This design comes from an exercise in tuning for small area, a short achievable clock period and few clock cycles on the open sky130 flow, not from production work.
RTL that was checked went through simulation tests only; none was proved equivalent to the original.
For run 8, only the layout was checked, not whether the RTL still works.
Power and IR drop assume default switching activity.

==> design/flow/design.v <==
module cpu(input clk, reset, input [15:0] i_mem_rddata, output logic o_mem_rd, o_mem_wr, output logic [15:0] o_mem_addr, o_mem_wrdata);
	logic [15:0] r0, r1, r2, r3, r4, r5, r6, r7;
	logic n, z;
	logic [15:0] A;       
	logic wr;             
	logic rd;             
	logic ldc;            
	logic av;             
	logic nd;             
	logic lw;             
	logic [2:0] ldx;      
	logic [15:0] opA, opB;
	logic ecin, ewe, efl;
	logic [2:0] ed;
	wire [15:0] I = i_mem_rddata;
	wire [4:0] op = I[4:0];
	wire [2:0] X = I[7:5];
	wire [2:0] Y = I[10:8];
	wire [7:0] imm8 = I[15:8];
	wire [10:0] imm11 = I[15:5];
	function automatic [15:0] bkadd(input [15:0] x, input [15:0] y, input c0);
		logic [15:0] g, p, G, P;
		integer i, s;
		begin
			g = x & y;
			p = x ^ y;
			G = g;
			P = p;
			G[0] = g[0] | (p[0] & c0);
			for (s = 1; s < 16; s = s * 2)
				for (i = 2*s-1; i < 16; i = i + 2*s) begin
					G[i] = G[i] | (P[i] & G[i-s]);
					P[i] = P[i] & P[i-s];
				end
			for (s = 4; s >= 1; s = s / 2)
				for (i = 3*s-1; i < 16; i = i + 2*s) begin
					G[i] = G[i] | (P[i] & G[i-s]);
					P[i] = P[i] & P[i-s];
				end
			bkadd = p ^ {G[14:0], c0};
		end
	endfunction
	wire [15:0] res = opA + opB + {15'b0, ecin};
	wire res_z = (opA[0] ^ opB[0]) == ecin &&
	             ((opA[15:1] ^ opB[15:1]) == (opA[14:0] | opB[14:0]));
	wire n_e = efl ? res[15] : n;
	wire z_e = efl ? res_z : z;
	wire [15:0] wdr = reset ? 16'b0 : res;
	wire [7:0] wen = {8{reset}} | ({7'b0, ewe} << ed);
	always @(posedge clk) begin
		if (wen[0]) r0 <= wdr;
		if (wen[1]) r1 <= wdr;
		if (wen[2]) r2 <= wdr;
		if (wen[3]) r3 <= wdr;
		if (wen[4]) r4 <= wdr;
		if (wen[5]) r5 <= wdr;
		if (wen[6]) r6 <= wdr;
		if (wen[7]) r7 <= wdr;
	end
	always @(posedge clk) begin
		if (reset) begin
			n <= 1'b0;
			z <= 1'b0;
		end else begin
			n <= n_e;
			z <= z_e;
		end
	end
	logic [15:0] rxf, ryf;
	always @(*) begin
		case (X)
			3'd0: rxf = r0; 3'd1: rxf = r1; 3'd2: rxf = r2; 3'd3: rxf = r3;
			3'd4: rxf = r4; 3'd5: rxf = r5; 3'd6: rxf = r6; default: rxf = r7;
		endcase
		case (Y)
			3'd0: ryf = r0; 3'd1: ryf = r1; 3'd2: ryf = r2; 3'd3: ryf = r3;
			3'd4: ryf = r4; 3'd5: ryf = r5; 3'd6: ryf = r6; default: ryf = r7;
		endcase
	end
	wire [15:0] rx = (ewe && ed == X) ? res : rxf;
	wire [15:0] ry = (ewe && ed == Y) ? res : ryf;
	wire jmp   = op[3];
	wire ldst  = ~op[4] & ~op[3] & op[2];
	wire isst  = op[0];
	wire mvhi  = op[4] & op[2];
	wire alu   = ~op[3] & ~ldst;
	wire domov = ~op[1] & ~op[0] & ~mvhi;           
	wire dosub = op[1] & ~mvhi;                     
	wire aluw  = alu & ~(op[1] & op[0]);            
	wire aluf  = alu & ~domov & ~mvhi;              
	wire link  = jmp & op[2];                       
	wire cond  = (~op[1] & ~op[0]) | (op[0] & z_e) | (op[1] & n_e);
	wire xrel  = ~(op[4] & op[3]);                  
	wire yrel  = ~op[4] & ~op[3];                   
	wire haz  = (ldc & ((xrel & (X == ldx)) | (yrel & (Y == ldx)) | (link & (ldx == 3'd7))))
	          | (wr & (A[8:1] == L[8:1]));    
	wire ex   = av & ~haz;
	wire dacc = ex & ldst;
	wire tk   = ex & jmp & cond;
	wire now_data = nd;
	wire [15:1] L = opB[15:1];
	wire [15:0] incw = bkadd({1'b0, now_data ? L : A[15:1]}, 16'b0, 1'b1);
	wire [15:1] inc = incw[14:0];                          
	wire [15:1] pc2 = now_data ? inc : A[15:1];           
	wire [15:1] tgt = op[4] ? ((now_data ? L : A[15:1]) + {{4{imm11[10]}}, imm11} + {14'b0, now_data}) :
	                  ((op[2] & (X == 3'd7)) ? pc2 : rx[15:1]);
	logic [15:0] A_n;
	always @(*) begin
		if (av & haz) A_n = {L, 1'b0};
		else if (dacc) A_n = ry;
		else if (tk) A_n = {tgt, 1'b0};
		else A_n = {inc, 1'b0};
	end
	logic [15:0] b;
	always @(*) begin
		if (ldst) b = {now_data ? L : A[15:1], 1'b0};    
		else if (~op[4]) b = ry;
		else if (op[2]) b = {imm8, 8'b0};
		else b = {{8{imm8[7]}}, imm8};
	end
	always @(posedge clk) begin
		if (lw) begin
			opA <= 16'b0;
			opB <= I;
			ecin <= 1'b0;
			ed <= ldx;
		end else if (link) begin
			opA <= {pc2, 1'b0};
			opB <= 16'b0;
			ecin <= 1'b0;
			ed <= 3'd7;
		end else begin
			opA <= domov ? 16'b0 : rx;
			opB <= dosub ? ~b : b;
			ecin <= dosub;
			ed <= X;
		end
	end
	always @(posedge clk) begin
		if (reset) begin
			A <= 16'b0;
			wr <= 1'b0;
			nd <= 1'b0;
			rd <= 1'b1;
			ldc <= 1'b0;
			av <= 1'b0;
			lw <= 1'b0;
			ewe <= 1'b0;
			efl <= 1'b0;
		end else begin
			A <= A_n;
			wr <= dacc & isst;
			nd <= dacc;
			rd <= ~(dacc & isst);
			ldc <= dacc & ~isst;
			av <= ~now_data & ~tk;
			lw <= ldc;
			ewe <= lw | (ex & (aluw | link));
			efl <= ex & aluf;
		end
	end
	always @(posedge clk) begin
		if (dacc) ldx <= X;
	end
	always @(*) begin
		o_mem_addr = A;
		o_mem_wr = wr;
		o_mem_rd = rd;
		o_mem_wrdata = opA;
	end
endmodule
==> design/flow/run.sh <==
#!/bin/bash
# synth_recipe.tcl (not shown) runs the flow's synth.tcl, then flattens the netlist and writes it again
# the make line also repeats each setting of config.mk as NAME=value (left out here)
make -C /OpenROAD-flow-scripts/flow DESIGN_CONFIG=/design/flow/config.mk WORK_HOME=/design/flow/orfs CLKGATE_MAP_FILE= SYNTH_SCRIPT=/design/flow/synth_recipe.tcl finish
==> design/flow/config.mk <==
export PLATFORM = sky130hd
export DESIGN_NAME = cpu
export DESIGN_NICKNAME = cpu
export VERILOG_FILES = /design/flow/design.v
export SDC_FILE = /design/flow/constraint.sdc
export NUM_CORES = 4
export LEC_CHECK = 0
export ABC_AREA = 1
export CAP_MARGIN = 20
export CORE_MARGIN = 2
export CORE_UTILIZATION = 40
export SETUP_SLACK_MARGIN = 4.55
export SLEW_MARGIN = 20
==> design/flow/constraint.sdc <==
create_clock -name core_clock -period 7.5 [get_ports {clk}]
set_input_delay 1.5000 -clock core_clock [delete_from_list [all_inputs] [get_ports {clk}]]
set_output_delay 1.5000 -clock core_clock [all_outputs]
set_load 0.01 [all_outputs]
==> summary.md, run 1 <==
| Metric | Value |
|---|---|
| Worst vdd ir | `about 160 uV` |
| Final hold violations | `0` |
| CP max stage delay | `approximately 0.40 ns` |
| Multi-input gate area | `about 7000 sq um` |
| Yosys reg bits | `between 150 and 200` |
| Clock sink total | `between 150 and 200` |
| Crit Path Max Fanout | `5` |
| Largest net degree at the start of global routing | `30` |
| Power per cell area | `228.9 nW/um^2` |
| # Max-Cap Violations | `0` |
| Ys Warns | `1` |
| Root Buffer | `clkbuf_16` |
| WHS Path Cells | `2` |
| Comb pwr share | `between 30% and 40%` |
| Filler Cells Inserted | `about 2900` |
| WL/cell | `24.37 microns` |
| HP Class | `reg -> reg` |
| Slew Viols, Final | `0` |
| DR iter-0 viols | `1682` |
| CP delay by family, top | `compound AO/OA/AOI/OAI gates` |
| IO Count | `52` |
| H-tree depth | `4` |
| Layout cells sized above 1 | `around 22%` |
| CTS max path bufs | `2` |
| Vias in the first global route | `11994` |
| Minimum clock period | `2.998 ns` |
| Reg2Reg Depth | `9` |
| Post-synth EDFFs | `between 100 and 150` |
| Setup TNS | `0 ns` |
| DRC Markers | `0` |
| Reg-to-reg startpoint | `opB[3]` |
| RSZ-0062 raised after global routing | `true` |
| CTS tree | `done` |
| Sequential cell area fraction in the yosys report | `41.48%` |
| Syn_nets | `roughly 1700` |
| Hold Path Sink | `lw` |
| Clock network fraction of total power | `between 20 and 30%` |
| Buffers on Ports | `51` |
| Flop pwr share | `around two fifths` |
| CP Capture Type | `flip-flop` |
| Outcome | `complete, no violations` |
| CP most frequent cell | `a21oi_2` |
| Top FF cell, synth | `edfxtp_1` |
| Setup WS post-layout | `around 4.5 ns` |
| Slowest cell on the critical path | `fa_2` |
| Mean Syn Cell Area | `~7.7 sq um` |
| Final wirelength | `around 52000 microns` |
| Rows | `64` |
| GR Overflow Total | `0` |
| Final HPWL DP | `about 36000 microns` |
| Final cycle utilization of the critical path | `between 30% and 40%` |
| Post-CTS Hold Buffers | `0` |
| Initial Util | `~41%` |
| First-pass GRT wire length | `about 76000 microns` |
| Synth top area share | `a little under a third` |
| Sw Ratio | `approximately two fifths` |
| All-layer global routing usage | `31.17%` |
| Initial antenna violation count | `0` |
| Clk_skew | `around 0.025 ns` |
| Clk slew on worst S/H paths | `~0.08 ns` |
| Setup Crit Path Kind | `in -> reg` |
| Mux share of post-synthesis cell area | `0%` |
| Hold_sp | `ldc` |
| Core area | `between 30000 and 40000 sq um` |
| Pleak | `around 6.7 nW` |
| Netlist cell types | `53` |
| Vias | `roughly 13000` |
| Placement Setup Slack | `roughly 2.6 ns` |
| Post-route antenna net violation count | `0` |
| Internal cell power | `2.214 mW` |
| Main combinational cell family by area after synthesis | `simple AND/OR/NAND/NOR gates` |
| Cells after Synth | `approximately 1600` |
| First drt pass iteration count | `6` |
| Worst-Skew Late Latency | `0.46 ns` |
| Required @ worst endpoint | `a little under 8 ns` |
| Setup violations, final | `0` |
| Leading area contributor after synthesis | `edfxtp_1` |
| Sw Pwr | `~1.4 mW` |
| Synth cell count leaders | `nand2_1, inv_1, edfxtp_1, nor2_1, o21ai_0` |
| Slew margin rel. | `47.62%` |
| Vias per std cell | `between 5 and 6` |
| Die Footprint | `32620 sq um` |
| Post-synthesis compound-gate area fraction | `17.89%` |
| Crit path buffers/inverters | `3` |
| Actual slew at the worst max-slew pin | `around 0.8 ns` |
| Synth Area in Adders | `under 10%` |
| Post-Synth XOR/XNOR Area | `2.316%` |
| R2r endpoint | `r3[6]` |
| Reg2reg setup slack | `around 4.7 ns` |
| Count leader, synth | `nand2_1` |
| CTS Buf Count | `17` |
| Nets | `around 1800` |
| Top cells by area, synth | `edfxtp_1, nand2_1, dfxtp_1, inv_1, ha_1` |
| Fmax | `333.6 MHz` |
| Crit start category | `input pin` |
| Storage cell area | `5190 sq um` |
| Synth async-reset ratio | `0%` |
| Synth Cell Area | `between 10000 and 15000 sq um` |
| Layout area overhead | `27.57%` |
| Placer Congestion | `0.9882` |
| Die width | `180.6 microns` |
| Post-synthesis simple-gate area fraction | `a little under a quarter` |
| Arrival @ worst endpoint | `3.39 ns` |
| Crit path cell chain | `buf_12, inv_12, fa_2, fa_2, inv_2, a21oi_2, o21bai_1, o21ai_1, a21oi_2, a21oi_2, nand2_1, nand2_1, a21oi_2` |
| Die height | `180.6 microns` |
## how the worst max path moves through the flow
| stage | start | endpoint | slack (ns) | depth (start not counted) |
|---|---|---|---|---|
| floorplan | i_mem_rddata[5] | A[15] | 4.41 | 14 |
| global placement | i_mem_rddata[5] | A[15] | 2.59 | 14 |
| detailed placement | i_mem_rddata[5] | A[15] | 2.64 | 14 |
| CTS | i_mem_rddata[5] | A[9] | 4.47 | 13 |
| global route | i_mem_rddata[5] | A[9] | 4.40 | 13 |
| finish | i_mem_rddata[5] | A[9] | 4.50 | 13 |
## repair_timing
item,in CTS,in global routing
buffers inserted,61,23
pin swaps,33,51
gates resized for setup,243,134
gates cloned,6,1
setup endpoints to repair,208,130
## per-layer routing
metal,GRT usage (%),wire [microns]
met1,38.87,19990
met2,50.31,23660
met3,5.881,4739
met4,18.52,3807
met5,0,0
## cell type report
| cell class | instances | area share, % |
|---|---|---|
| Clock buffer | 17 | 2.673 |
| Antenna cell | 2 | 0.03144 |
| Clock inverter | 15 | 1.391 |
| Inverter | 237 | 6.517 |
| Timing Repair inverter | 2 | 0.06289 |
| Multi-Input combinational cell | 1129 | 43.86 |
| Tap cell | 396 | 3.113 |
| Timing Repair Buffer | 151 | 9.748 |
| Sequential cell | 193 | 32.61 |
## logic make-up (layout without fill, tap and decap cells)
logic type / count (synthesis) / after routing
flops: 193 / 193
buf+inv: 295 / 422
other cells: 0 / 2
simple gates: 662 / 665
xor+xnor: 33 / 33
fa+ha+maj: 53 / 53
compound gates: 378 / 378
## sequential cells by signal, indices dropped and copies added (netlist names), 16 cells and up
signal / count
A: 16
opA: 16
opB: 16
r0: 16
r1: 16
r2: 16
r3: 16
r4: 16
r5: 16
r6: 16
r7: 16
## power groups by stage
stage	Combinational, mW	Sequential [mW]	Clock [mW]
global placement	0.986	1.48	0
floorplan	0.615	1.44	0
finish	1.18	1.46	1.01
CTS	1.09	1.46	1.01
detailed placement	0.986	1.48	0
global route	1.26	1.47	1.05
## through the flow
stage | total power [mW] | hold slack, ns | area [sq um] | util [%] | cells
after floorplan | 2.055 | 0.4031 | 12520 | - | 1614
final | 3.644 | 0.4428 | 15920 | 51.90 | 2142
after CTS | 3.550 | 0.4322 | 15300 | 49.90 | 2116
after detailed placement | 2.463 | 0.4185 | 13320 | 43.44 | 2017
after global routing | 3.780 | 0.4630 | 15910 | 51.88 | 2140
after global placement | 2.463 | 0.4299 | 13320 | 43.43 | 2017
## layout by cell type (no fill, tap or decap), drive strengths merged, types with 13 or more instances in the layout
cell           count
nand4             17
nand3            114
nand2            358
edfxtp           131
xnor2             14
inv              230
and2              13
a21oi            120
dfxtp             62
nor3              15
ha                49
xor2              19
clkinvlp          16
o21ai            129
a22oi             13
nor2             135
o211ai            18
buf              105
clkdlybuf4s50     30
clkbuf            22
o22ai             48
## worst reg2reg max path, delay by kind of cell, from the launching register on
kind                     cells  cell delay, ns
buffers and inverters        2            0.30
AND/OR/NAND/NOR              4            0.65
adder cells (fa/ha/maj)      1            0.40
XOR/XNOR                     1            0.54
flip-flops                   1            0.50
AO/OA/AOI/OAI                1            0.20
Testbench counts, summed over its fixed seeds: cycles 75,905.
==> run 2, diff against run 1 <==
--- a/design/flow/config.mk
+++ b/design/flow/config.mk
@@ -10,4 +10,5 @@
 export CORE_MARGIN = 2
 export CORE_UTILIZATION = 40
-export SETUP_SLACK_MARGIN = 4.55
+export GPL_ROUTABILITY_DRIVEN = 0
+export SETUP_SLACK_MARGIN = 4.5
 export SLEW_MARGIN = 20
==> summary.md, run 2 <==
| Metric | Value |
|---|---|
| Sw Pwr | `roughly 1.3 mW` |
| Minimum clock period | `3.119 ns` |
| Netlist cell types | `53` |
| Internal cell power | `~2.2 mW` |
| Mean Syn Cell Area | `a little under 8 sq um` |
| Buffers on Ports | `51` |
| # Max-Cap Violations | `0` |
| Layout cells sized above 1 | `between 10% and 20%` |
| CP Capture Type | `flip-flop` |
| Setup WS post-layout | `about 4.4 ns` |
| Fin area | `15450 sq um` |
| Worst vdd ir | `between 150 and 200 uV` |
| Die Footprint | `about 33000 sq um` |
| First-pass GRT wire length | `between 70000 and 80000 microns` |
| Clock sink total | `a little under 200` |
| Post-synth EDFFs | `approximately 130` |
| IO Count | `between 50 and 60` |
| CTS tree | `done` |
| Filler Cells Inserted | `just under 3000` |
| Largest net degree at the start of global routing | `30` |
| DRC Markers | `0` |
| Commonest non-fill, non-tap cell in the layout | `nand2_1` |
| Post-route antenna net violation count | `0` |
| Final wirelength | `50030 microns` |
| Storage cell area | `a little over 5000 sq um` |
| Synth async-reset ratio | `0%` |
| GR Overflow Total | `0` |
| Commonest cells after routing, fill and taps aside | `nand2_1, inv_1, edfxtp_1` |
| Syn_nets | `between 1500 and 2000` |
| Reg2Reg Depth | `11` |
| Synth cell count leaders | `nand2_1, inv_1, edfxtp_1, nor2_1, o21ai_0` |
| First drt pass iteration count | `6` |
| Outcome | `complete, no violations` |
| Setup Crit Path Kind | `in -> reg` |
| Comb pwr share | `about a third` |
| Top FF cell, synth | `edfxtp_1` |
| Count leader, synth | `nand2_1` |
| Initial Util | `40.68%` |
| Nets | `1798` |
| Setup TNS | `0 ns` |
| Rows | `64` |
| Core area | `roughly 30000 sq um` |
| Slew Viols, Final | `0` |
| Fmax | `~320 MHz` |
| CTS max path bufs | `2` |
| H-tree depth | `4` |
| Worst-Skew Late Latency | `about 0.46 ns` |
| Placement Setup Slack | `2.319 ns` |
| Actual slew at the worst max-slew pin | `between 0.7 and 0.8 ns` |
| Crit Path Max Fanout | `14` |
| Arrival @ worst endpoint | `roughly 3.5 ns` |
| Worst hold slack | `approximately 0.44 ns` |
| Top cells by area, synth | `edfxtp_1, nand2_1, dfxtp_1, inv_1, ha_1` |
| Crit start category | `input pin` |
| Vias | `~13000` |
| Layout area overhead | `23.87%` |
| CTS Buf Count | `17` |
| Clock network fraction of total power | `between 20% and 30%` |
| Vias in the first global route | `~12000` |
| WHS Path Cells | `2` |
| Final HPWL DP | `33740 microns` |
| Clk slew on worst S/H paths | `0.08 ns` |
| Final hold violations | `0` |
| Sequential cell area fraction in the yosys report | `about 41%` |
| Initial antenna violation count | `1` |
| Die height | `approximately 180 microns` |
| Slew margin rel. | `between 40 and 50%` |
| Placed Area | `13310 sq um` |
| Ys Warns | `1` |
| Die width | `about 180 microns` |
| DR iter-0 viols | `between 1500 and 2000` |
| Multi-input gate area | `6703 sq um` |
| HP Class | `reg -> reg` |
| Root Buffer | `clkbuf_16` |
| Synth Cell Area | `12480 sq um` |
| Power per cell area | `approximately 230 nW/um^2` |
| Reg2reg setup slack | `between 4 and 5 ns` |
| Sw Ratio | `a little under two fifths` |
| Pleak | `~6.5 nW` |
| Yosys reg bits | `between 150 and 200` |
| Vias per std cell | `between 5 and 6` |
| RSZ-0062 raised after global routing | `true` |
| Flop pwr share | `between 40% and 50%` |
| Setup violations, final | `0` |
| Synth top area share | `a little under a third` |
| Leading area contributor after synthesis | `edfxtp_1` |
| Final cycle utilization of the critical path | `41.59%` |
| Clk_skew | `0.01615 ns` |
| Cells after Synth | `around 1600` |
| WL/cell | `between 20 and 25 microns` |
| Required @ worst endpoint | `7.83 ns` |
| All-layer global routing usage | `roughly 30%` |
[run 2: cell counts after synthesis]
No cell type changed its count.
[run 2: worst max-delay path, cell delays in order]
cell	delay (ns)
buf_6	0.11
buf_12	0.15
inv_16	0.07
nand2_8	0.10
clkinvlp_4	0.18
buf_4	0.19
a22o_1	0.19
nor2_1	0.12
a22oi_1	0.11
o21ai_2	0.32
nand2_1	0.09
nand3_1	0.11
nand2_1	0.06
nand2_1	0.06
nand3_1	0.08
[run 2: routing by layer]
layer	GRT usage (%)	vias up	wire, microns
li1	-	5687	-
met4	19.00	0	3948
met3	5.053	211	4791
met2	47.50	844	22160
met1	38.03	5888	19130
met5	0	-	0
[run 2: final timing paths]
kind                     from      end
min                       ldc       lw
min reg2reg               ldc       lw
max reg2reg            opB[2]   opB[5]
max          i_mem_rddata[10]  opB[12]
[run 2: cells by family after synthesis]
group | Yosys count | synth area share (%)
buffers and inverters | 295 | 9.607
XOR/XNOR | 33 | 2.317
AND/OR/NAND/NOR | 662 | 23.15
adder cells (fa/ha/maj) | 53 | 5.556
AO/OA/AOI/OAI | 378 | 17.89
flip-flops | 193 | 41.48
[run 2: power groups by stage]
stage	logic [mW]	registers, mW	clock network, mW
after floorplan	0.615	1.44	0
after global placement	0.967	1.47	0
after detailed placement	0.972	1.47	0
after CTS	1.05	1.45	0.960
after global routing	1.21	1.47	1.00
final	1.13	1.46	0.958
[run 2: what timing repair did]
item | 4_1_cts | 5_1_grt
resized for setup | 187 | 99
endpoints found under the setup margin | 190 | 231
setup buffers | 58 | 22
pin swaps | 30 | 42
gates cloned | 5 | 2
hold buffers | 0 | 0
[run 2: stage by stage]
stage / instances / utilization, % / total power [mW]
floorplan: 1614 / - / 2.054
global placement: 2017 / 43.40 / 2.435
detailed placement: 2017 / 43.40 / 2.443
CTS: 2112 / 48.88 / 3.458
global route: 2136 / 50.38 / 3.684
finish: 2137 / 50.39 / 3.543
[run 2: area by class of cell]
| class | count | area share, % |
|---|---|---|
| Inverter | 237 | 6.550 |
| Timing Repair inverter | 3 | 0.09715 |
| Sequential cell | 193 | 33.56 |
| Timing Repair Buffer | 147 | 9.262 |
| Clock inverter | 14 | 1.166 |
| Tap cell | 396 | 3.206 |
| Clock buffer | 18 | 2.777 |
| Antenna cell | 1 | 0.01619 |
| Multi-Input combinational cell | 1128 | 43.37 |
==> run 3, diff against run 2 <==
--- a/design/flow/config.mk
+++ b/design/flow/config.mk
@@ -10,5 +10,6 @@
 export CORE_MARGIN = 2
 export CORE_UTILIZATION = 40
-export GPL_ROUTABILITY_DRIVEN = 0
+export CTS_CLUSTER_DIAMETER = 60
+export CTS_CLUSTER_SIZE = 30
 export SETUP_SLACK_MARGIN = 4.5
 export SLEW_MARGIN = 20
==> summary.md, run 3 <==
| Metric | Value |
|---|---|
| Sequential cell area fraction in the yosys report | `around 41%` |
| Layout area overhead | `24.46%` |
| Slew margin rel. | `between 40% and 50%` |
| Synth Cell Area | `12480 sq um` |
| Fmax | `between 300 and 400 MHz` |
| CP max stage delay | `roughly 0.41 ns` |
| Setup violations, final | `0` |
| Post-synth EDFFs | `~130` |
| Vias in the first global route | `about 12000` |
| All-layer global routing usage | `30.97%` |
| Final HPWL DP | `around 36000 microns` |
| Slowest cell on the critical path | `fa_2` |
| Root Buffer | `clkbuf_16` |
| Largest net degree at the start of global routing | `30` |
| Placer Congestion | `approximately 1.0` |
| Die width | `180.6 microns` |
| Synth async-reset ratio | `0%` |
| DRC Markers | `0` |
| Commonest cells after routing, fill and taps aside | `nand2_1, inv_1, edfxtp_1` |
| Filler Cells Inserted | `2987` |
| Count leader, synth | `nand2_1` |
| Final wirelength | `approximately 52000 microns` |
| Worst vdd ir | `slightly below 200 uV` |
| Crit path buffers/inverters | `3` |
| Initial Util | `about two fifths` |
| CP Capture Type | `flip-flop` |
| Synth top area share | `a little under a third` |
| WL/cell | `24.12 microns` |
| HP Class | `reg -> reg` |
| Die Footprint | `32620 sq um` |
| Nets | `1810` |
| First-pass GRT wire length | `75730 microns` |
| Netlist cell types | `53` |
| Vias per std cell | `5.872` |
| Leading area contributor after synthesis | `edfxtp_1` |
| Setup TNS | `0 ns` |
| Vias | `12612` |
| Required @ worst endpoint | `7.84 ns` |
| Outcome | `complete, no violations` |
| H-tree depth | `4` |
| Buffers on Ports | `51` |
| Post-route antenna net violation count | `0` |
| Top FF cell, synth | `edfxtp_1` |
| Clock sink total | `between 150 and 200` |
| GR Overflow Total | `0` |
| Syn_nets | `between 1500 and 2000` |
| Worst-Skew Late Latency | `roughly 0.46 ns` |
| Post-Layout Cell Count | `roughly 2100` |
| Clk slew on worst S/H paths | `roughly 0.080 ns` |
| CTS max path bufs | `2` |
| CP delay by family, top | `adder cells` |
| Synth cell count leaders | `nand2_1, inv_1, edfxtp_1, nor2_1, o21ai_0` |
| Storage cell area | `5185 sq um` |
| Multi-input gate area | `6729 sq um` |
| Commonest non-fill, non-tap cell in the layout | `nand2_1` |
| Reg2reg setup slack | `4.50 ns` |
| Rows | `64` |
| CTS Buf Count | `17` |
| Mean Syn Cell Area | `about 7.7 sq um` |
| Ant diodes | `0` |
| DR iter-0 viols | `approximately 1900` |
| Die height | `around 180 microns` |
| Setup Crit Path Kind | `in -> reg` |
| Initial antenna violation count | `0` |
| Clk_skew | `~0.014 ns` |
| Minimum clock period | `3.036 ns` |
| Inst Count DP | `2020` |
| Crit Path Max Fanout | `5` |
| Ys Warns | `1` |
| Top cells by area, synth | `edfxtp_1, nand2_1, dfxtp_1, inv_1, ha_1` |
| Yosys reg bits | `a little under 200` |
| Power per cell area | `approximately 230 nW/um^2` |
| Crit start category | `input pin` |
| Final hold violations | `0` |
| Post-CTS Hold Buffers | `0` |
| Final cycle utilization of the critical path | `a little over 40%` |
| IO Count | `52` |
| Layout cells sized above 1 | `19.52%` |
| RSZ-0062 raised after global routing | `true` |
| CTS tree | `done` |
| Core area | `between 30000 and 40000 sq um` |
| Crit path cell chain | `buf_12, inv_12, fa_2, fa_2, inv_2, nand3_2, nand3_4, a31o_4, nand2_1, nand2_1, o21ai_1, o21ai_1, a21oi_1` |
| # Max-Cap Violations | `0` |
| Arrival @ worst endpoint | `3.37 ns` |
| Slew Viols, Final | `0` |
| First drt pass iteration count | `6` |
| Cells after Synth | `between 1500 and 2000` |
| Actual slew at the worst max-slew pin | `0.7908 ns` |
| Pleak | `approximately 6.6 nW` |
## run 3: cell counts after synthesis
Identical to the previous run, type by type.
## run 3: power by group
group          switching, mW  leakage (nW)  internal, mW
Sequential             0.115          1.85          1.35
Clock                  0.479         0.293         0.478
Combinational          0.762          4.49         0.378
## run 3: worst register-to-register path: stages, from the launching register on
cell	delay (ns)
dfxtp_1	0.39
fa_1	0.22
inv_1	0.06
fa_1	0.39
nand3b_1	0.18
nand2_2	0.12
nand2_1	0.06
nand2_1	0.13
xor2_1	0.48
inv_1	0.12
nor2_1	0.55
## run 3: final timing paths
kind	start	end	cells after the start
min reg2reg	ldc	lw	2
min	ldc	lw	2
max	i_mem_rddata[5]	A[13]	13
max reg2reg	opA[0]	r3[6]	10
## run 3: per-stage QoR
stage / hold WS, ns / power [mW] / utilization [%] / setup WS, ns / instance area (sq um)
2_1_floorplan: 0.4031 / 2.054 / - / 4.410 / 12510
3_3_place_gp: 0.4172 / 2.474 / 43.48 / 2.587 / 13330
3_5_place_dp: 0.4115 / 2.475 / 43.48 / 2.625 / 13330
4_1_cts: 0.4407 / 3.474 / 48.36 / 4.472 / 14830
5_1_grt: 0.4821 / 3.706 / 50.63 / 4.363 / 15530
6_report: 0.4407 / 3.562 / 50.63 / 4.464 / 15530
## run 3: cell type report
class,count,share of cell area [%]
repair buffers,161,9.588
flip-flops and latches,193,33.39
repair inverters,2,0.06446
clock buffers,18,2.764
inverters,237,6.575
well taps,396,3.191
multi-input cells,1127,43.33
clock inverters,14,1.096
## run 3: logic make-up (layout without fill, tap and decap cells)
logic type,after synthesis,count (layout),synth area share [%]
AOI/OAI and AO/OA,378,378,17.89
xor gates and xnor gates,33,33,2.317
adders and majority gates,53,53,5.556
buffers and inverters,295,432,9.607
DFF,193,193,41.48
and+or+nand+nor,662,663,23.15
## run 3: layer usage
layer | wire length [microns] | GRT usage (%)
met5 | 0 | 0
met4 | 3977 | 19.58
met3 | 4725 | 5.558
met2 | 23170 | 48.81
met1 | 19950 | 39.34
## run 3: repair_timing
item | 4_1_cts | 5_1_grt
gates cloned | 4 | 2
hold endpoints to repair | 0 | 0
pin swaps | 16 | 42
setup buffers | 49 | 41
resized for setup | 173 | 117
endpoints found under the setup margin | 204 | 46
==> run 4, diff against run 3 <==
--- a/design/flow/config.mk
+++ b/design/flow/config.mk
@@ -6,10 +6,8 @@
 export NUM_CORES = 4
 export LEC_CHECK = 0
-export ABC_AREA = 1
+export ABC_AREA = 0
 export CAP_MARGIN = 20
 export CORE_MARGIN = 2
 export CORE_UTILIZATION = 40
-export CTS_CLUSTER_DIAMETER = 60
-export CTS_CLUSTER_SIZE = 30
 export SETUP_SLACK_MARGIN = 4.5
 export SLEW_MARGIN = 20
==> summary.md, run 4 <==
| Metric | Value |
|---|---|
| Reg2reg setup slack | `4.23 ns` |
| Sequential cell area fraction in the yosys report | `41.08%` |
| Top cells by area, synth | `edfxtp_1, dfxtp_1, ha_1, mux4_2, nand2_1` |
| CTS tree | `done` |
| CP delay by family, top | `adder cells` |
| R2r endpoint | `A[14]` |
| RSZ-0062 raised after global routing | `true` |
| Worst hold slack | `0.5041 ns` |
| Crit Path Max Fanout | `3` |
| Layout cells sized above 1 | `~34%` |
| Ys Warns | `1` |
| Die height | `around 180 microns` |
| Arrival @ worst endpoint | `between 3 and 4 ns` |
| DRC Markers | `0` |
| Rows | `64` |
| Required @ worst endpoint | `between 7 and 8 ns` |
| Initial antenna violation count | `0` |
| Root Buffer | `clkbuf_16` |
| CP max stage delay | `just under 0.4 ns` |
| Syn_nets | `about 1300` |
| Outcome | `complete, no violations` |
| Slew Viols, Final | `0` |
| Synth top area share | `31.22%` |
| WL/cell | `approximately 28 microns` |
| First-pass GRT wire length | `74660 microns` |
| Ant diodes | `0` |
| Buffers on Ports | `a little over 50` |
| CP Capture Type | `flip-flop` |
| Largest net degree at the start of global routing | `34` |
| Filler Cells Inserted | `approximately 2600` |
| Top FF cell, synth | `edfxtp_1` |
| Final wirelength | `between 50000 and 60000 microns` |
| HP Class | `reg -> reg` |
| Setup TNS | `0 ns` |
| Die Footprint | `32930 sq um` |
| Setup WS post-layout | `approximately 4.2 ns` |
| Clk slew on worst S/H paths | `about 0.09 ns` |
| Pleak | `approximately 6.6 nW` |
| Final design utilization | `a little under three fifths` |
| Flop pwr share | `between 30% and 40%` |
| Actual slew at the worst max-slew pin | `about 1.0 ns` |
| Comb pwr share | `~38%` |
| Fmax | `300.5 MHz` |
| CTS max path bufs | `2` |
| Slew margin rel. | `between 30 and 40%` |
| Vias in the first global route | `11320` |
| Slowest cell on the critical path | `fa_2` |
| Leading area contributor after synthesis | `edfxtp_1` |
| Post-synth EDFFs | `about 130` |
| Netlist cell types | `92` |
| Crit path cell chain | `buf_16, inv_16, fa_2, fa_2, nor2b_4, o2111ai_4, a311oi_2, nor2_1, xor2_1, nor2_1, a211oi_1, nor3_1` |
| Reg-to-reg startpoint | `nd` |
| Initial Util | `approximately 40%` |
| Crit start category | `input pin` |
| Hold_sp | `n` |
| Cells after Synth | `roughly 1300` |
| Placement Setup Slack | `2.477 ns` |
| Setup Crit Path Kind | `in -> reg` |
| Final hold violations | `0` |
| Worst vdd ir | `~150 uV` |
| CTS Buf Count | `17` |
| Sw Ratio | `between 30 and 40%` |
| Setup violations, final | `0` |
| H-tree depth | `4` |
| Minimum clock period | `3.328 ns` |
| Crit path buffers/inverters | `2` |
| Layout area overhead | `35.85%` |
| IO Count | `52` |
| Core area | `roughly 30000 sq um` |
| Placer Congestion | `roughly 0.95` |
| Synth Cell Area | `roughly 13000 sq um` |
| Power per cell area | `~230 nW/um^2` |
| Count leader, synth | `edfxtp_1` |
| Post-CTS Hold Buffers | `0` |
| Final cycle utilization of the critical path | `44.37%` |
| Synth cell count leaders | `edfxtp_1, nand2_1, nor2_1, o21ai_0, a21oi_1` |
| Vias per std cell | `6.570` |
| Mean Syn Cell Area | `9.889 sq um` |
| Clock sink total | `193` |
| Internal cell power | `2.430 mW` |
| Clk_skew | `about 0.023 ns` |
| Hold Path Sink | `n` |
| First drt pass iteration count | `9` |
| Sw Pwr | `approximately 1.4 mW` |
| DR iter-0 viols | `around 1700` |
| Reg2Reg Depth | `18` |
| Die width | `roughly 180 microns` |
| Final HPWL DP | `31640 microns` |
| All-layer global routing usage | `a little under a third` |
| Clock network fraction of total power | `a little under a quarter` |
| Nets | `1493` |
| GR Overflow Total | `0` |
| Vias | `around 12000` |
| Worst-Skew Late Latency | `0.46 ns` |
| Commonest cells after routing, fill and taps aside | `edfxtp_1, buf_4, nand2_1` |
| Post-route antenna net violation count | `0` |
| Commonest non-fill, non-tap cell in the layout | `edfxtp_1` |
| # Max-Cap Violations | `0` |
| Yosys reg bits | `around 190` |
| WHS Path Cells | `2` |
| Synth async-reset ratio | `0%` |
run 4: cell types whose count changed after synthesis, sizes merged, moves of 16 or more:
cell    previous run  this run
inv              235        62
nor2             135        83
o22ai             48        31
mux2               0        18
xnor2             14        49
nand3            112        22
o21ai            129        81
nor2b              0        22
a21oi            120        75
mux4               0        23
clkbuf            24        40
mux2i              0        36
nand2            358       115
run 4: worst min-delay path, delay by kind of cell, from the launching register on:
family | cells | cell delay (ns)
AND/OR/NAND/NOR | 1 | 0.09
flip-flops | 1 | 0.32
AO/OA/AOI/OAI | 1 | 0.05
run 4: how the worst max path moves through the flow:
stage	from	to	slack (ns)	cells after the start
CTS	i_mem_rddata[5]	A[13]	4.18	12
floorplan	i_mem_rddata[5]	A[11]	3.75	13
finish	i_mem_rddata[5]	A[13]	4.17	12
detailed placement	i_mem_rddata[5]	A[13]	2.48	12
global route	i_mem_rddata[5]	A[15]	4.04	11
global placement	i_mem_rddata[5]	A[13]	2.52	12
run 4: cells by family after synthesis:
| group | after synthesis | synth area share, % |
|---|---|---|
| compound gates | 392 | 21.76 |
| buf+inv | 148 | 5.184 |
| fa+ha+maj | 53 | 5.502 |
| xor+xnor | 68 | 4.787 |
| simple gates | 343 | 13.08 |
| flops | 193 | 41.08 |
| mux | 77 | 8.611 |
run 4: layout make-up:
cell class / instances / area (sq um) / share of cell area (%)
Sequential cell: 193 / 5209 / 30.43
Clock buffer: 18 / 429.2 / 2.507
Inverter: 62 / 276.5 / 1.616
Timing Repair Buffer: 213 / 2432 / 14.21
Multi-Input combinational cell: 935 / 8112 / 47.39
Clock inverter: 14 / 161.4 / 0.9431
Tap cell: 396 / 495.5 / 2.895
run 4: per-layer routing:
layer / up-vias / GRT usage [%] / part of all wire (%) / wire (microns)
met5: - / 0 / 0 / 0
met4: 0 / 14.54 / 5.7 / 2934
met3: 202 / 6.157 / 10 / 5165
met2: 810 / 47.95 / 46 / 23630
met1: 5874 / 40.37 / 39 / 20060
li1: 5143 / - / - / -
run 4: power groups by stage:
stage                     sequential, mW  clock, mW  combinational (mW)
final                               1.49      0.928                1.45
after floorplan                     1.46          0               0.742
after global routing                1.50      0.968                1.52
after global placement              1.49          0                1.06
after detailed placement            1.50          0                1.06
after CTS                           1.48      0.926                1.28
run 4: repair_timing:
action                                  CTS  global route
gates resized for setup                 286           130
pin swaps                                48            69
endpoints found under the setup margin  234            83
buffers inserted                         77            54
gates cloned                             18             1
run 4: through the flow:
step	power (mW)	area, sq um	instances
finish	3.860	17120	1831
global route	3.990	17120	1831
CTS	3.680	16100	1776
detailed placement	2.558	13380	1649
global placement	2.552	13380	1649
floorplan	2.199	12930	1274
==> run 5, diff against run 4 <==
--- a/design/flow/config.mk
+++ b/design/flow/config.mk
@@ -6,5 +6,5 @@
 export NUM_CORES = 4
 export LEC_CHECK = 0
-export ABC_AREA = 0
+export ABC_AREA = 1
 export CAP_MARGIN = 20
 export CORE_MARGIN = 2
==> summary.md, run 5 <==
| Metric | Value |
|---|---|
| Syn_nets | `between 1500 and 2000` |
| Setup Crit Path Kind | `in -> reg` |
| IO Count | `52` |
| Die Footprint | `32620 sq um` |
| Ys Warns | `1` |
| Synth top area share | `between 30% and 40%` |
| Worst-Skew Late Latency | `between 0.4 and 0.5 ns` |
| Initial antenna violation count | `0` |
| Vias | `roughly 13000` |
| Initial Util | `between 40% and 50%` |
| Top FF cell, synth | `edfxtp_1` |
| Actual slew at the worst max-slew pin | `a little under 0.8 ns` |
| Setup WS post-layout | `~4.5 ns` |
| Setup TNS | `0 ns` |
| Synth async-reset ratio | `0%` |
| Synth Area in Adders | `5.556%` |
| GR Overflow Total | `0` |
| Top cells by area, synth | `edfxtp_1, nand2_1, dfxtp_1, inv_1, ha_1` |
| Clk_skew | `about 0.014 ns` |
| Layout cells sized above 1 | `about a fifth` |
| Nets | `about 1800` |
| Pleak | `between 6 and 7 nW` |
| Worst vdd ir | `just under 200 uV` |
| Slew Viols, Final | `0` |
| Cells after Synth | `1614` |
| Required @ worst endpoint | `7.84 ns` |
| Outcome | `complete, no violations` |
| DRC Markers | `0` |
| Post-Synth XOR/XNOR Area | `between 2 and 2.5%` |
| Slew margin rel. | `approximately 47%` |
| CP Capture Type | `flip-flop` |
| CTS tree | `done` |
| Setup violations, final | `0` |
| Layout area overhead | `24.46%` |
| Buffers on Ports | `about 50` |
| Clk slew on worst S/H paths | `about 0.08 ns` |
| Die width | `approximately 180 microns` |
| Leading area contributor after synthesis | `edfxtp_1` |
| Mux share of post-synthesis cell area | `0%` |
| DR iter-0 viols | `around 1900` |
| Vias in the first global route | `11999` |
| H-tree depth | `4` |
| Post-Layout Cell Count | `around 2100` |
| Synth cell count leaders | `nand2_1, inv_1, edfxtp_1, nor2_1, o21ai_0` |
| Post-route antenna net violation count | `0` |
| All-layer global routing usage | `approximately 31%` |
| Post-synthesis compound-gate area fraction | `approximately 18%` |
| Synth Cell Area | `12480 sq um` |
| Commonest cells after routing, fill and taps aside | `nand2_1, inv_1, edfxtp_1` |
| Final hold violations | `0` |
| Minimum clock period | `approximately 3.0 ns` |
| Fmax | `between 300 and 400 MHz` |
| CTS max path bufs | `2` |
| Power per cell area | `229.4 nW/um^2` |
| Die height | `180.6 microns` |
| Sequential cell area fraction in the yosys report | `~41%` |
| Arrival @ worst endpoint | `between 3 and 4 ns` |
| RSZ-0062 raised after global routing | `true` |
| Placer Congestion | `between 1 and 1.5` |
| HP Class | `reg -> reg` |
| First-pass GRT wire length | `between 70000 and 80000 microns` |
| Inst Count DP | `2020` |
| Crit Path Max Fanout | `5` |
| Vias per std cell | `slightly below 6` |
| Crit start category | `input pin` |
| Count leader, synth | `nand2_1` |
| Filler Cells Inserted | `2987` |
| Post-synth EDFFs | `about 130` |
| WL/cell | `around 24 microns` |
| Post-CTS Hold Buffers | `0` |
| Root Buffer | `clkbuf_16` |
| Main combinational cell family by area after synthesis | `simple AND/OR/NAND/NOR gates` |
| Yosys reg bits | `between 150 and 200` |
| Largest net degree at the start of global routing | `30` |
| Netlist cell types | `53` |
| Commonest non-fill, non-tap cell in the layout | `nand2_1` |
| Ant diodes | `0` |
| Post-synthesis simple-gate area fraction | `a little under a quarter` |
| Core area | `roughly 31000 sq um` |
| # Max-Cap Violations | `0` |
| Rows | `64` |
| Clock sink total | `roughly 190` |
| First drt pass iteration count | `6` |
| Final wirelength | `approximately 52000 microns` |
| Final HPWL DP | `36280 microns` |
| Mean Syn Cell Area | `~7.7 sq um` |
| Placement Setup Slack | `about 2.6 ns` |
| Final cycle utilization of the critical path | `about two fifths` |
| CTS Buf Count | `17` |
[run 5: changes by cell type after synthesis, moves of 22 or more]
cell,change
xnor2_1,-34
a21oi_1,+34
nand2_1,+230
nor2_1,+44
nor2b_1,-22
o21ai_0,+34
nand3_1,+85
mux4_2,-23
inv_1,+161
mux2i_1,-36
[run 5: per-stage QoR]
step           power [mW]  util [%]  hold WS [ns]  cell area, sq um
4_1_cts             3.474     48.36        0.4407             14830
3_3_place_gp        2.474     43.48        0.4172             13330
5_1_grt             3.706     50.63        0.4821             15530
6_report            3.562     50.63        0.4407             15530
2_1_floorplan       2.054         -        0.4031             12510
3_5_place_dp        2.475     43.48        0.4115             13330
[run 5: power by group]
| group | internal [mW] | switching, mW |
|---|---|---|
| registers | 1.35 | 0.115 |
| clock network | 0.478 | 0.479 |
| logic | 0.378 | 0.762 |
[run 5: layout make-up]
cell class	instances	area, sq um	share of cell area, %
sequential	193	5185	33.39
clock buffer	18	429.2	2.764
inverter	237	1021	6.575
tap	396	495.5	3.191
timing repair inverter	2	10.01	0.06446
multi-input combinational	1127	6729	43.33
timing repair buffer	161	1489	9.588
clock inverter	14	170.2	1.096
[run 5: cells by family (layout without fill, tap and decap cells)]
group	count (synthesis)	after routing
AOI/OAI and AO/OA	378	378
xor gates and xnor gates	33	33
adders and majority gates	53	53
buffers and inverters	295	432
DFF	193	193
and+or+nand+nor	662	663
[run 5: routing by layer]
| layer | routed length [microns] | up-vias | track usage (%) | share of wire (%) |
|---|---|---|---|---|
| li1 | - | 5709 | - | - |
| met1 | 19950 | 5928 | 39.34 | 38 |
| met5 | 0 | - | 0 | 0 |
| met4 | 3977 | 0 | 19.58 | 7.7 |
| met3 | 4725 | 200 | 5.558 | 9.1 |
| met2 | 23170 | 775 | 48.81 | 45 |
[run 5: repair_timing]
item                                    in CTS  in global routing
endpoints found under the setup margin     204                 46
pin swaps                                   16                 42
endpoints found under the hold margin        0                  0
setup buffers                               49                 41
resized for setup                          173                117
gates cloned                                 4                  2
[run 5: worst paths after layout]
| path | from | slack, ns | cells after the start | end |
|---|---|---|---|---|
| worst max register to register | opA[0] | 4.50 | 10 | r3[6] |
| worst max-delay path | i_mem_rddata[5] | 4.46 | 13 | A[13] |
| worst min-delay path | ldc | 0.44 | 2 | lw |
| worst min register to register | ldc | 0.44 | 2 | lw |
[run 5: critical path: stages]
cell     delay [ns]
buf_12         0.11
inv_12         0.04
fa_2           0.41
fa_2           0.41
inv_2          0.09
nand3_2        0.09
nand3_4        0.12
a31o_4         0.16
nand2_1        0.04
nand2_1        0.05
o21ai_1        0.05
o21ai_1        0.20
a21oi_1        0.09
==> run 6, diff against run 5 <==
--- a/design/flow/config.mk
+++ b/design/flow/config.mk
@@ -10,4 +10,4 @@
 export CORE_MARGIN = 2
 export CORE_UTILIZATION = 40
-export SETUP_SLACK_MARGIN = 4.5
+export SETUP_SLACK_MARGIN = 4.45
 export SLEW_MARGIN = 20
==> summary.md, run 6 <==
| Metric | Value |
|---|---|
| Largest net degree at the start of global routing | `30` |
| Synth cell count leaders | `nand2_1, inv_1, edfxtp_1, nor2_1, o21ai_0` |
| Top cells by area, synth | `edfxtp_1, nand2_1, dfxtp_1, inv_1, ha_1` |
| Crit start category | `input pin` |
| Mean Syn Cell Area | `around 7.7 sq um` |
| CTS tree | `done` |
| Die width | `approximately 180 microns` |
| Worst hold slack | `~0.43 ns` |
| Worst vdd ir | `~170 uV` |
| Vias | `around 13000` |
| Sequential cell area fraction in the yosys report | `between 40 and 50%` |
| Synth Cell Area | `about 12000 sq um` |
| Buffers on Ports | `51` |
| Layout cells sized above 1 | `between 20% and 30%` |
| Actual slew at the worst max-slew pin | `approximately 0.81 ns` |
| GR Overflow Total | `0` |
| First drt pass iteration count | `5` |
| Outcome | `complete, no violations` |
| Placer Congestion | `approximately 0.99` |
| Post-route antenna net violation count | `0` |
| Leading area contributor after synthesis | `edfxtp_1` |
| CP Capture Type | `flip-flop` |
| Commonest non-fill, non-tap cell in the layout | `nand2_1` |
| Count leader, synth | `nand2_1` |
| HP Class | `reg -> reg` |
| Worst-Skew Late Latency | `around 0.46 ns` |
| Final wirelength | `52520 microns` |
| Netlist cell types | `53` |
| WL/cell | `around 24 microns` |
| Yosys reg bits | `193` |
| Pleak | `~6.7 nW` |
| H-tree depth | `4` |
| Final hold violations | `0` |
| Final cycle utilization of the critical path | `between 40% and 50%` |
| Top FF cell, synth | `edfxtp_1` |
| IO Count | `52` |
| DR iter-0 viols | `1700` |
| Syn_nets | `between 1500 and 2000` |
| Die Footprint | `32620 sq um` |
| All-layer global routing usage | `a little under a third` |
| Clock sink total | `between 150 and 200` |
| Minimum clock period | `3.079 ns` |
| Core area | `a little over 30000 sq um` |
| CTS Buf Count | `17` |
| Commonest cells after routing, fill and taps aside | `nand2_1, inv_1, edfxtp_1` |
| Fmax | `about 320 MHz` |
| Crit Path Max Fanout | `6` |
| Setup violations, final | `0` |
| Nets | `1812` |
| Power per cell area | `approximately 230 nW/um^2` |
| Ant diodes | `0` |
| Initial Util | `between 40% and 50%` |
| # Max-Cap Violations | `0` |
| Initial antenna violation count | `0` |
| Rows | `64` |
| Vias per std cell | `between 5 and 6` |
| First-pass GRT wire length | `~76000 microns` |
| RSZ-0062 raised after global routing | `true` |
| Die height | `between 150 and 200 microns` |
| Slew Viols, Final | `0` |
| Setup TNS | `0 ns` |
| Setup Crit Path Kind | `in -> reg` |
| Required @ worst endpoint | `roughly 7.9 ns` |
| Layout area overhead | `26.27%` |
| Final HPWL DP | `36100 microns` |
| Cells after Synth | `~1600` |
| Ys Warns | `1` |
| Slew margin rel. | `a little under half` |
| Root Buffer | `clkbuf_16` |
| CTS max path bufs | `2` |
| Vias in the first global route | `about 12000` |
| DRC Markers | `0` |
| Clk_skew | `0.01451 ns` |
| Synth async-reset ratio | `0%` |
| Synth top area share | `about a third` |
| Arrival @ worst endpoint | `3.47 ns` |
| Post-synth EDFFs | `roughly 130` |
| Clk slew on worst S/H paths | `roughly 0.080 ns` |
## run 6: cell counts after synthesis
No cell type changed its count.
## run 6: worst paths after layout
| check | end | startpoint | slack (ns) | cells after the start |
|---|---|---|---|---|
| max | A[5] | i_mem_rddata[5] | 4.42 | 11 |
| min | lw | ldc | 0.43 | 2 |
| max reg2reg | r7[6] | opA[0] | 4.50 | 10 |
| min reg2reg | lw | ldc | 0.43 | 2 |
## run 6: critical path, stage by stage
cell and delay (ns):
buf_12 0.11, inv_12 0.04, fa_2 0.37, fa_2 0.46, o21ai_0 0.28, o21ai_0 0.14, a21oi_2 0.22, a21oi_1 0.07
nand2_1 0.06, o211ai_1 0.09, a21oi_2 0.12
## run 6: repair_timing
item / CTS / global route
pin swaps: 12 / 47
gates cloned: 5 / 5
buffers inserted: 32 / 55
hold buffers: 0 / 0
endpoints found under the setup margin: 186 / 211
gates resized for setup: 160 / 139
## run 6: cell families (layout without fill, tap and decap cells)
logic type,after synthesis,after routing,share of synthesized area (%)
and+or+nand+nor,662,663,23.15
DFF,193,193,41.48
buffers and inverters,295,434,9.607
AOI/OAI and AO/OA,378,378,17.89
adders and majority gates,53,53,5.556
xor gates and xnor gates,33,33,2.317
## run 6: power breakdown
| part | total, mW | internal (mW) | switching (mW) |
|---|---|---|---|
| clock | 0.954 | 0.482 | 0.472 |
| combinational | 1.16 | 0.385 | 0.773 |
| sequential | 1.46 | 1.35 | 0.108 |
## run 6: final cells by class
type / count / area (sq um)
inverters: 237 / 1030
repair inverters: 4 / 30.03
flip-flops and latches: 193 / 5180
clock buffers: 17 / 425.4
repair buffers: 161 / 1624
fillers: 2863 / 14910
clock inverters: 15 / 185.2
multi-input cells: 1127 / 6785
well taps: 396 / 495.5
## run 6: metrics by stage
| step | util, % | setup WS [ns] | total power [mW] | cell area, sq um | std cells |
|---|---|---|---|---|---|
| 6_report | 51.37 | 4.421 | 3.569 | 15760 | 2150 |
| 3_5_place_dp | 43.50 | 2.524 | 2.467 | 13340 | 2021 |
| 5_1_grt | 51.37 | 4.350 | 3.714 | 15760 | 2150 |
| 3_3_place_gp | 43.50 | 2.470 | 2.464 | 13340 | 2021 |
| 4_1_cts | 48.04 | 4.435 | 3.468 | 14730 | 2090 |
| 2_1_floorplan | - | 4.410 | 2.055 | 12510 | 1614 |
## run 6: per-layer routing
| layer | wire [microns] | track usage (%) | share of wire, % |
|---|---|---|---|
| met5 | 0 | 0 | 0 |
| met4 | 3460 | 18.00 | 6.6 |
| met3 | 4863 | 6.164 | 9.3 |
| met2 | 23700 | 49.94 | 45 |
| met1 | 20500 | 39.40 | 39 |
==> run 7, diff against run 6 <==
--- a/design/flow/config.mk
+++ b/design/flow/config.mk
@@ -7,7 +7,7 @@
 export LEC_CHECK = 0
 export ABC_AREA = 1
-export CAP_MARGIN = 20
+export CAP_MARGIN = 5
 export CORE_MARGIN = 2
 export CORE_UTILIZATION = 40
-export SETUP_SLACK_MARGIN = 4.45
-export SLEW_MARGIN = 20
+export SETUP_SLACK_MARGIN = 4.5
+export SLEW_MARGIN = 5
==> summary.md, run 7 <==
| Metric | Value |
|---|---|
| All-layer global routing usage | `about 31%` |
| First drt pass iteration count | `6` |
| Inst Count DP | `a little over 2000` |
| Final HPWL DP | `~36000 microns` |
| Pleak | `~6.6 nW` |
| Arrival @ worst endpoint | `3.37 ns` |
| Crit Path Max Fanout | `5` |
| Minimum clock period | `3.036 ns` |
| Layout area overhead | `24.46%` |
| Actual slew at the worst max-slew pin | `~0.8 ns` |
| GR Overflow Total | `0` |
| Nets | `roughly 1800` |
| CTS tree | `done` |
| Initial Util | `around two fifths` |
| Post-route antenna net violation count | `0` |
| Top cells by area, synth | `edfxtp_1, nand2_1, dfxtp_1, inv_1, ha_1` |
| Post-CTS Hold Buffers | `0` |
| Commonest cells after routing, fill and taps aside | `nand2_1, inv_1, edfxtp_1` |
| Synth cell count leaders | `nand2_1, inv_1, edfxtp_1, nor2_1, o21ai_0` |
| Buffers on Ports | `between 50 and 60` |
| Clk_skew | `roughly 0.014 ns` |
| Reg2Reg Depth | `10` |
| Vias in the first global route | `11999` |
| Setup violations, final | `0` |
| Die width | `180.6 microns` |
| Crit start category | `input pin` |
| WL/cell | `between 20 and 25 microns` |
| Die height | `180.6 microns` |
| Rows | `64` |
| RSZ-0062 raised after global routing | `true` |
| Worst vdd ir | `between 150 and 200 uV` |
| Netlist cell types | `53` |
| Final design utilization | `~51%` |
| Root Buffer | `clkbuf_16` |
| Ant diodes | `0` |
| Reg2reg setup slack | `around 4.5 ns` |
| Cells after Synth | `between 1500 and 2000` |
| Setup Crit Path Kind | `in -> reg` |
| Setup TNS | `0 ns` |
| CP Capture Type | `flip-flop` |
| First-pass GRT wire length | `between 70000 and 80000 microns` |
| Fmax | `between 300 and 400 MHz` |
| Required @ worst endpoint | `~7.8 ns` |
| Die Footprint | `roughly 33000 sq um` |
| Total Power | `3.562 mW` |
| Clock sink total | `193` |
| Power per cell area | `around 230 nW/um^2` |
| Yosys reg bits | `approximately 190` |
| Worst-Skew Late Latency | `around 0.46 ns` |
| Post-synth EDFFs | `131` |
| Syn_nets | `roughly 1700` |
| Ys Warns | `1` |
| Reg-to-reg startpoint | `opA[0]` |
| CTS max path bufs | `2` |
| Mean Syn Cell Area | `between 7 and 8 sq um` |
| Post-Layout Cell Count | `2148` |
| Clk slew on worst S/H paths | `0.08 ns` |
| Slew Viols, Final | `0` |
| Vias per std cell | `5.872` |
| Placer Congestion | `1.011` |
| Final wirelength | `just over 50000 microns` |
| Vias | `about 13000` |
| Hold_sp | `ldc` |
| H-tree depth | `4` |
| Layout cells sized above 1 | `around a fifth` |
| DRC Markers | `0` |
| Count leader, synth | `nand2_1` |
| Core area | `approximately 31000 sq um` |
| IO Count | `between 50 and 60` |
| Synth async-reset ratio | `0%` |
| Outcome | `complete, no violations` |
| Commonest non-fill, non-tap cell in the layout | `nand2_1` |
| Largest net degree at the start of global routing | `30` |
| Final cycle utilization of the critical path | `40.48%` |
| Leading area contributor after synthesis | `edfxtp_1` |
| Slew margin rel. | `roughly 47%` |
| Final hold violations | `0` |
| Initial antenna violation count | `0` |
| DR iter-0 viols | `roughly 1900` |
| Sequential cell area fraction in the yosys report | `slightly above 40%` |
| Hold Path Sink | `lw` |
| Synth top area share | `31.53%` |
| WHS Path Cells | `2` |
| Synth Cell Area | `around 12000 sq um` |
| CTS Buf Count | `17` |
| # Max-Cap Violations | `0` |
| HP Class | `reg -> reg` |
| R2r endpoint | `r3[6]` |
| Top FF cell, synth | `edfxtp_1` |
==> run 7: metal layers <==
metal / share of wire [%] / GRT usage, % / vias up
li1: - / - / 5709
met4: 7.7 / 19.58 / 0
met2: 45 / 48.81 / 775
met5: 0 / 0 / -
met3: 9.1 / 5.558 / 200
met1: 38 / 39.34 / 5928
==> run 7: kinds of logic after synthesis <==
| kind of cell | count (synthesis) | share of synthesized area, % |
|---|---|---|
| xor gates and xnor gates | 33 | 2.317 |
| and+or+nand+nor | 662 | 23.15 |
| AOI/OAI and AO/OA | 378 | 17.89 |
| DFF | 193 | 41.48 |
| buffers and inverters | 295 | 9.607 |
| adders and majority gates | 53 | 5.556 |
==> run 7: what timing repair did <==
action	4_1_cts	5_1_grt
resized for setup	173	117
endpoints found under the setup margin	204	46
setup buffers	49	41
pin swaps	16	42
cloned	4	2
==> run 7: layout make-up <==
cell class	count	area (sq um)
clock buffers	18	429.2
clock inverters	14	170.2
fillers	2987	15140
inverters	237	1021
multi-input cells	1127	6729
flip-flops and latches	193	5185
well taps	396	495.5
repair buffers	161	1489
repair inverters	2	10.01
==> run 7: worst max-delay path by stage <==
| stage | slack, ns | cells past startpoint | endpoint | startpoint |
|---|---|---|---|---|
| after floorplan | 4.41 | 14 | A[15] | i_mem_rddata[5] |
| after global placement | 2.59 | 12 | opB[13] | i_mem_rddata[9] |
| after detailed placement | 2.62 | 12 | opB[13] | i_mem_rddata[9] |
| after CTS | 4.47 | 12 | opB[13] | i_mem_rddata[9] |
| after global routing | 4.36 | 15 | A[15] | i_mem_rddata[5] |
| final | 4.46 | 13 | A[13] | i_mem_rddata[5] |
==> run 7: power breakdown <==
part	internal, mW	total (mW)	switching [mW]
registers	1.35	1.46	0.115
clock network	0.478	0.957	0.479
logic	0.378	1.14	0.762
==> run 7: worst max-delay path, stage by stage <==
cell     delay [ns]
buf_12         0.11
inv_12         0.04
fa_2           0.41
fa_2           0.41
inv_2          0.09
nand3_2        0.09
nand3_4        0.12
a31o_4         0.16
nand2_1        0.04
nand2_1        0.05
o21ai_1        0.05
o21ai_1        0.20
a21oi_1        0.09
==> run 7: per-stage QoR <==
step / worst slack [ns] / cell area, sq um / hold WS (ns)
after floorplan: 4.410 / 12510 / 0.4031
after global placement: 2.587 / 13330 / 0.4172
after detailed placement: 2.625 / 13330 / 0.4115
after CTS: 4.472 / 14830 / 0.4407
after global routing: 4.363 / 15530 / 0.4821
final: 4.464 / 15530 / 0.4407
==> run 8, diff against run 7 <==
--- a/design/flow/design.v
+++ b/design/flow/design.v
@@ -11,6 +11,6 @@
 	logic [2:0] ldx;      
 	logic [15:0] opA, opB;
-	logic ecin, ewe, efl;
-	logic [2:0] ed;
+	logic ecin, efl;
+	logic [7:0] edh;      
 	wire [15:0] I = i_mem_rddata;
 	wire [4:0] op = I[4:0];
@@ -47,5 +47,5 @@
 	wire z_e = efl ? res_z : z;
 	wire [15:0] wdr = reset ? 16'b0 : res;
-	wire [7:0] wen = {8{reset}} | ({7'b0, ewe} << ed);
+	wire [7:0] wen = {8{reset}} | edh;
 	always @(posedge clk) begin
 		if (wen[0]) r0 <= wdr;
@@ -78,6 +78,8 @@
 		endcase
 	end
-	wire [15:0] rx = (ewe && ed == X) ? res : rxf;
-	wire [15:0] ry = (ewe && ed == Y) ? res : ryf;
+	wire [7:0] xh = 8'b1 << X;
+	wire [7:0] yh = 8'b1 << Y;
+	wire [15:0] rx = |(edh & xh) ? res : rxf;
+	wire [15:0] ry = |(edh & yh) ? res : ryf;
 	wire jmp   = op[3];
 	wire ldst  = ~op[4] & ~op[3] & op[2];
@@ -124,15 +126,12 @@
 			opB <= I;
 			ecin <= 1'b0;
-			ed <= ldx;
 		end else if (link) begin
 			opA <= {pc2, 1'b0};
 			opB <= 16'b0;
 			ecin <= 1'b0;
-			ed <= 3'd7;
 		end else begin
 			opA <= domov ? 16'b0 : rx;
 			opB <= dosub ? ~b : b;
 			ecin <= dosub;
-			ed <= X;
 		end
 	end
@@ -146,5 +145,5 @@
 			av <= 1'b0;
 			lw <= 1'b0;
-			ewe <= 1'b0;
+			edh <= 8'b0;
 			efl <= 1'b0;
 		end else begin
@@ -156,5 +155,5 @@
 			av <= ~now_data & ~tk;
 			lw <= ldc;
-			ewe <= lw | (ex & (aluw | link));
+			edh <= {8{lw | (ex & (aluw | link))}} & (8'b1 << (lw ? ldx : (link ? 3'd7 : X)));
 			efl <= ex & aluf;
 		end
--- a/design/flow/config.mk
+++ b/design/flow/config.mk
@@ -7,7 +7,7 @@
 export LEC_CHECK = 0
 export ABC_AREA = 1
-export CAP_MARGIN = 5
+export CAP_MARGIN = 20
 export CORE_MARGIN = 2
 export CORE_UTILIZATION = 40
 export SETUP_SLACK_MARGIN = 4.5
-export SLEW_MARGIN = 5
+export SLEW_MARGIN = 20
==> summary.md, run 8 <==
| Metric | Value |
|---|---|
| Netlist cell types | `54` |
| Storage cell area | `5270 sq um` |
| All-layer global routing usage | `between 30% and 40%` |
| Placement Setup Slack | `2.298 ns` |
| Reg-to-reg startpoint | `nd` |
| Worst vdd ir | `~260 uV` |
| Initial antenna violation count | `0` |
| IO Count | `52` |
| First-pass GRT wire length | `about 76000 microns` |
| Outcome | `complete, no violations` |
| Post-synthesis compound-gate area fraction | `between 15 and 20%` |
| H-tree depth | `4` |
| Initial Util | `~40%` |
| Largest net degree at the start of global routing | `32` |
| Mean Syn Cell Area | `7.548 sq um` |
| CTS Buf Count | `17` |
| Commonest non-fill, non-tap cell in the layout | `nand2_1` |
| Ant diodes | `0` |
| Mux share of post-synthesis cell area | `0%` |
| Cells after Synth | `roughly 1700` |
| Setup TNS | `0 ns` |
| Placer Congestion | `roughly 0.99` |
| Post-synthesis simple-gate area fraction | `25.21%` |
| Post-Synth XOR/XNOR Area | `around 1.8%` |
| Rows | `65` |
| Top FF cell, synth | `edfxtp_1` |
| Die height | `182.2 microns` |
| Synth top area share | `a little under a third` |
| GR Overflow Total | `0` |
| Placed Area | `between 10000 and 15000 sq um` |
| Top cells by area, synth | `edfxtp_1, nand2_1, dfxtp_1, inv_1, ha_1` |
| Reg2reg setup slack | `around 4.5 ns` |
| WHS Path Cells | `2` |
| Worst-Skew Late Latency | `0.46 ns` |
| Post-synth EDFFs | `131` |
| HP Class | `reg -> reg` |
| Layout area overhead | `27.23%` |
| Post-route antenna net violation count | `0` |
| Crit Path Max Fanout | `4` |
| WL/cell | `about 24 microns` |
| Synth async-reset ratio | `0%` |
| Clock sink total | `just under 200` |
| Root Buffer | `clkbuf_16` |
| Total Power | `about 3.6 mW` |
| Die Footprint | `between 30000 and 40000 sq um` |
| Reg2Reg Depth | `19` |
| Crit start category | `input pin` |
| Synth Area in Adders | `5.457%` |
| Final wirelength | `between 50000 and 60000 microns` |
| Clk_skew | `roughly 0.014 ns` |
| Vias | `13277` |
| Final hold violations | `0` |
| Synth cell count leaders | `nand2_1, inv_1, nor2_1, edfxtp_1, nand3_1` |
| Final cycle utilization of the critical path | `between 40% and 50%` |
| Hold Path Sink | `lw` |
| CTS max path bufs | `2` |
| Buffers on Ports | `51` |
| Yosys reg bits | `between 150 and 200` |
| Actual slew at the worst max-slew pin | `approximately 0.84 ns` |
| Post-CTS Hold Buffers | `0` |
| Ys Warns | `1` |
| First drt pass iteration count | `8` |
| DR iter-0 viols | `1626` |
| Power per cell area | `about 230 nW/um^2` |
| Commonest cells after routing, fill and taps aside | `nand2_1, inv_1, edfxtp_1` |
| Core area | `around 31000 sq um` |
| Nets | `roughly 1900` |
| Minimum clock period | `between 3 and 4 ns` |
| Final design utilization | `51.49%` |
| Main combinational cell family by area after synthesis | `simple AND/OR/NAND/NOR gates` |
| Syn_nets | `roughly 1800` |
| Clk slew on worst S/H paths | `about 0.080 ns` |
| Fin area | `16160 sq um` |
| Pleak | `~6.9 nW` |
| CTS tree | `done` |
| # Max-Cap Violations | `0` |
| RSZ-0062 raised after global routing | `true` |
| Required @ worst endpoint | `slightly below 8 ns` |
| Leading area contributor after synthesis | `edfxtp_1` |
| Filler Cells Inserted | `2960` |
| Layout cells sized above 1 | `20.03%` |
| CP Capture Type | `flip-flop` |
| Arrival @ worst endpoint | `3.54 ns` |
| Vias per std cell | `about 5.9` |
| DRC Markers | `0` |
| Multi-input gate area | `6895 sq um` |
| Sequential cell area fraction in the yosys report | `41.37%` |
| R2r endpoint | `A[14]` |
| Vias in the first global route | `roughly 12000` |
| Count leader, synth | `nand2_1` |
| Die width | `~180 microns` |
| Setup violations, final | `0` |
| Setup WS post-layout | `between 4 and 5 ns` |
| Final HPWL DP | `around 35000 microns` |
| Fmax | `317.6 MHz` |
| Slew margin rel. | `44.21%` |
| Setup Crit Path Kind | `in -> reg` |
| Synth Cell Area | `12700 sq um` |
| Slew Viols, Final | `0` |
| Hold_sp | `ldc` |
## run 8: logic make-up (layout without fill, tap and decap cells)
| logic type | after synthesis | after routing |
|---|---|---|
| compound gates | 353 | 353 |
| simple gates | 752 | 753 |
| fa+ha+maj | 53 | 53 |
| flops | 197 | 197 |
| buf+inv | 302 | 450 |
| xor+xnor | 26 | 26 |
## run 8: repair_timing
item / 4_1_cts / 5_1_grt
gates cloned: 7 / 4
buffers inserted: 66 / 37
endpoints found under the setup margin: 197 / 189
hold endpoints to repair: 0 / 0
gates resized for setup: 204 / 103
pin swaps: 26 / 40
## run 8: layout make-up
class / instances / share of cell area [%]
Clock buffer: 17 / 2.632
Clock inverter: 15 / 1.277
Inverter: 245 / 6.472
Multi-Input combinational cell: 1185 / 42.66
Sequential cell: 197 / 32.61
Tap cell: 402 / 3.112
Timing Repair Buffer: 167 / 10.96
Timing Repair inverter: 6 / 0.2787
## run 8: how the worst max path moves through the flow
| stage | from | endpoint | cells after the start |
|---|---|---|---|
| after floorplan | i_mem_rddata[5] | A[15] | 16 |
| after CTS | i_mem_rddata[5] | A[11] | 14 |
| after global routing | i_mem_rddata[5] | A[11] | 14 |
| final | i_mem_rddata[5] | A[11] | 14 |
| after detailed placement | i_mem_rddata[4] | A[3] | 10 |
| after global placement | i_mem_rddata[4] | A[14] | 11 |
## run 8: stage by stage
step                      hold WS, ns  cells
after CTS                      0.4283   2193
after detailed placement       0.4161   2088
final                          0.4333   2234
after floorplan                0.4031   1683
after global placement         0.4145   2088
after global routing           0.4636   2234
## run 8: per-layer routing
metal	wire length, microns	up-vias	global-route usage (%)
met3	5579	211	6.146
met2	23250	902	49.07
met1	20710	6244	40.47
met5	0	-	0
li1	-	5920	-
met4	3275	0	15.55
## run 8: critical path: stages
cell and delay [ns]:
buf_12 0.10, inv_12 0.03, fa_2 0.36, fa_2 0.43, o21ai_4 0.19, a21boi_2 0.09
inv_2 0.10, buf_6 0.10, nand3_2 0.06, nand2_2 0.09, o21ai_2 0.07, a21oi_2 0.18
o21ai_1 0.08, a21oi_1 0.15
## run 8: power breakdown
group | internal (mW) | leakage [nW] | switching [mW] | total (mW)
registers | 1.37 | 1.88 | 0.103 | 1.47
logic | 0.391 | 4.75 | 0.792 | 1.18
clock network | 0.485 | 0.299 | 0.500 | 0.985
total | 2.25 | 6.93 | 1.39 | 3.64

port drivers added, routing unchanged:
No port has a modelled driver above. Below, the same layouts with a new extraction and two added sets of constraints.
Step 1, drivers: a clkbuf_16 drives clk and a buf_2 each remaining input, both assumed.
Step 2 moves the port delays by t, midway between the first and last clock arrival at a register: inputs arrive t later, outputs are due t later. That takes back most of the time a late clock gives input paths.
Slacks: no drivers / after step 1 / after step 2; pairs: no drivers / after step 1.
run | t (ns) | setup slack, ns | worst setup path at the end | worst data-port slew with drivers (ns) | pins driven straight from the clock port
run 1 | 0.504 | 4.502 / 4.493 / 3.990 | input to register | 0.09 | 1
run 2 | 0.502 | 4.381 / 4.396 / 3.894 | input to register | 0.06 | 1
run 3 | 0.501 | 4.464 / 4.456 / 3.955 | input to register | 0.06 | 1
run 4 | 0.502 | 4.172 / 4.139 / 3.637 | input to register | 0.14 | 1
run 5 | 0.501 | 4.464 / 4.456 / 3.955 | input to register | 0.06 | 1
run 6 | 0.502 | 4.421 / 4.412 / 3.910 | input to register | 0.12 | 1
run 7 | 0.501 | 4.464 / 4.456 / 3.955 | input to register | 0.06 | 1
run 8 | 0.509 | 4.352 / 4.334 / 3.825 | input to register | 0.16 | 1
After both steps every run listed still meets setup and hold. For run 4, which loses most, drivers alone change the setup slack by -0.033 ns; drivers and shift together by -0.535 ns.
